This design comes from an exercise in tuning for small area on the open sky130 flow, not from production work.
The RTL was checked by simulation tests, not by an equivalence proof against the original design.
The flow treats the clock pin as an ideal source. Dropping or thinning the clock tree relies on that and would not hold on a real chip.
Power figures rest on the tool's default switching activity, not on a simulated workload.

Design uart_txrx_test, start of the top module:
module uart_txrx_test(
    input  wire       clk,
    input  wire       n_reset,
    input  wire       TX_RDY,
    input  wire       RX_RDY,
    output reg        WEN,
    output reg        OEN,
    output reg  [7:0] uart_tx,
    input  wire [7:0] uart_rx,
    output reg  [3:0] ctrl,
    input  wire       sda_i,
    output reg        sda_o,
    output wire       sda_oe,
    output reg        scl,
    input  wire [3:0] key
);
export LEC_CHECK = 0
export CAP_MARGIN = 20
export CORE_MARGIN = 2
export CORE_UTILIZATION = 40
export PLACE_DENSITY = 0.6
export SLEW_MARGIN = 20
create_clock -name core_clock -period 10.0 [get_ports {clk}]
standard.sh (not shown) runs the stock make flow with config.mk's settings and CLKGATE_MAP_FILE= SYNTH_SCRIPT=/design/flow/synth_recipe.tcl, a recipe that flattens the netlist after the stock synthesis.
==> flow/flow/run.sh <==
#!/bin/bash
# The standard ORFS flow with these changes:
#  - synthesis maps the logic with an area-oriented ABC script (flow/abc_area.script)
#    in place of ORFS's delay-oriented one; everything else in synthesis is the
#    standard script (same passes, same flip-flop mapping and names);
#  - the port buffers are the smallest buffer cell (buf_1);
#  - the clock tree is built by flow/mycts.tcl (through ORFS's PRE_CTS_TCL hook)
#    in place of TritonCTS: one root buffer and balanced groups of flip-flops,
#    each behind its own leaf buffer; the rest of the CTS step (legalisation,
#    timing repair) is ORFS's.
set -euo pipefail
W=$(pwd)
rm -rf "$W/scripts_area"
cp -r "$FLOW_HOME/scripts" "$W/scripts_area"
cp "$W/flow/abc_area.script" "$W/scripts_area/abc_speed.script"
SCRIPTS_DIR="$W/scripts_area" bash standard.sh synth > synth_flow.log 2>&1
export BUFFER_PORTS_ARGS="-buffer_cell sky130_fd_sc_hd__buf_1"
export MY_FLOW_DIR="$W/flow"
export PRE_CTS_TCL="$W/flow/cts_hook.tcl"
bash standard.sh finish > layout_flow.log 2>&1
Other scripts of this flow, unchanged in this note and not shown: flow/flow/abc_area.script, flow/flow/cts_hook.tcl, flow/flow/mycts.tcl
Rerun with:
--- a/flow/design.v
+++ b/flow/design.v
@@ -27,42 +27,44 @@
     wire        tr_zero = (tr == 8'd0);
     wire        write_valid = ~tw_zero;
     wire        read_valid  = ~tr_zero;
     always @(posedge clk or negedge n_reset)
         if (!n_reset) begin
             tw <= 8'd0;
             tr <= 8'd0;
         end else begin
             tw <= {tw[6:0], tw_zero ? key[2] : TM_T[{tw[7], tw[6], tw[5], tw[3]}]};
             tr <= {tr[6:0], tr_zero ? key[3] : TM_T[{tr[7], tr[6], tr[5], tr[3]}]};
         end
     reg  [10:0] cs;          
+    reg         i2c_start;
     reg         wr_en, rd_en;
     reg         addr_inc;    
     reg  [7:0]  rd_data;     
     reg  [7:0]  po_data;     
-    wire        cs_end = cs[0] & cs[1] & cs[2] & cs[3] & cs[4] & cs[5]
-                       & cs[6] & cs[10];
+    wire        cs_end = cs[0] & cs[1] & cs[2] & ~cs[3] & cs[4] & ~cs[6]
+                       & ~cs[7] & ~cs[8] & ~cs[9] & ~cs[10];
     wire        i2c_end;
-    wire        i2c_start;
     always @(posedge clk or negedge n_reset)
         if (!n_reset) begin
             cs        <= 11'd0;
+            i2c_start <= 1'b0;
             wr_en     <= 1'b0;
             rd_en     <= 1'b0;
             addr_inc  <= 1'b0;
             po_data   <= 8'd0;
         end else if (i2c_tick) begin
+            i2c_start <= cs_end;
             cs <= ((!wr_en && !rd_en) || cs_end) ? 11'd0
-                                                 : {cs[9:0], ~(cs[10] ^ cs[0])};
+                                                 : {cs[9:0], ~(cs[10] ^ cs[8])};
             if (i2c_end && wr_en)  wr_en <= 1'b0;
             else if (write_valid)  wr_en <= 1'b1;
             if (i2c_end && rd_en)  rd_en <= 1'b0;
             else if (read_valid)   rd_en <= 1'b1;
             if (!wr_en && !rd_en)  addr_inc <= 1'b0;
             else if (i2c_end)      addr_inc <= ~addr_inc;
             if (rd_en && i2c_end)  po_data <= rd_data;
         end
     localparam IDLE = 4'd00, START_1 = 4'd01, SEND_D_ADDR = 4'd02,
                ACK_1 = 4'd03, SEND_B_ADDR_H = 4'd04, ACK_2 = 4'd05,
                SEND_B_ADDR_L = 4'd06, ACK_3 = 4'd07, WR_DATA = 4'd08,
                ACK_4 = 4'd09, START_2 = 4'd10, SEND_RD_ADDR = 4'd11,
@@ -80,43 +82,38 @@
             3'b001: bpos = 3'd1;
             3'b010: bpos = 3'd2;
             3'b101: bpos = 3'd3;
             3'b011: bpos = 3'd4;
             3'b111: bpos = 3'd5;
             3'b110: bpos = 3'd6;
             default: bpos = 3'd7;
         endcase
     wire is_ack = (state == ACK_1) || (state == ACK_2) || (state == ACK_3)
                || (state == ACK_4) || (state == ACK_5);
     wire last_q    = (cnt == Q3);
     wire byte_done = last_q && (cnt_bit == 3'b100);
-    assign i2c_end   = (state == IDLE) && cnt_bit[0];
-    assign i2c_start = cnt_bit[2];
+    assign i2c_end = (state == IDLE) && cnt_bit[0];
     always @(posedge clk or negedge n_reset)
         if (!n_reset) begin
             state   <= IDLE;
             cnt     <= 2'd0;
             cnt_bit <= 3'd0;
             rd_data <= 8'd0;
         end else if (i2c_tick) begin
             if (state != IDLE)
                 cnt <= {cnt[0], ~cnt[1]};
             if (is_ack) begin
                 if (cnt == Q0)
                     cnt_bit <= {2'b00, sda_i};
-            end else if (state == IDLE)
-                cnt_bit <= {cs_end, 2'b00};
-            else if ((state == STOP) && last_q && (cnt_bit == 3'b101))
-                cnt_bit <= {cs_end, 2'b11};
-            else if ((state == START_1) || (state == START_2)
+            end else if ((state == IDLE) || (state == START_1) || (state == START_2)
                 || (state == N_ACK) || byte_done)
                 cnt_bit <= 3'd0;
             else if (last_q)
                 cnt_bit <= cnt_bit_nx;
             if (state == RD_DATA && cnt == Q2)
                 rd_data <= {rd_data[6:0], sda_i};
             case (state)
                 IDLE:          if (i2c_start) state <= START_1;
                 START_1:       if (last_q) state <= SEND_D_ADDR;
                 SEND_D_ADDR:   if (byte_done) state <= ACK_1;
                 ACK_1:         if (last_q && !cnt_bit[0]) state <= SEND_B_ADDR_H;
                 SEND_B_ADDR_H: if (byte_done) state <= ACK_2;
The new run ran to the end with no violations; final area went up by about 1%; setup slack gets better by 0.28 ns; first-iteration DRC count came out higher by 49%; utilization grows by 0.25 points; area after synthesis rises by about 1.1%; maximum frequency climbs by about 6%; cell count came out higher by about 0.7%; synthesized cell count grows by about 0.8%; register-to-register slack got worse by 0.43 ns; sequential power went up by about 1%; clock skew went down by 0.0052 ns; wire length goes down by about 1.1%; power increases by about 1%.
In every run of this note, the design's own scripts or RTL, not TritonCTS, make the clock network.

static timing again, ports no longer ideal:
How much do the figures lean on ideal ports? The routed layouts below were timed once more, with nothing changed but the port constraints.
Step 1, drivers: a clkbuf_16 drives clk and a buf_2 each remaining input, both assumed.
Step 2 also shifts input and output timing later by t, the mid clock arrival at the registers, as if the neighbouring blocks saw the same clock.
Three values: no drivers, after step 1, after step 2; two values: the first two.
| run | t, ns | setup slack, ns | worst register clock-pin slew, ns | worst data-port slew with drivers (ns) | pins driven straight from the clock port |
|---|---|---|---|---|---|
| the first run | 0.556 | 5.336 / 5.309 / 5.865 | 0.10 / 0.10 | 0.03 | 1 |
| the second run | 0.555 | 5.613 / 5.588 / 6.143 | 0.10 / 0.10 | 0.03 | 1 |
After both steps every run listed still meets setup and hold.
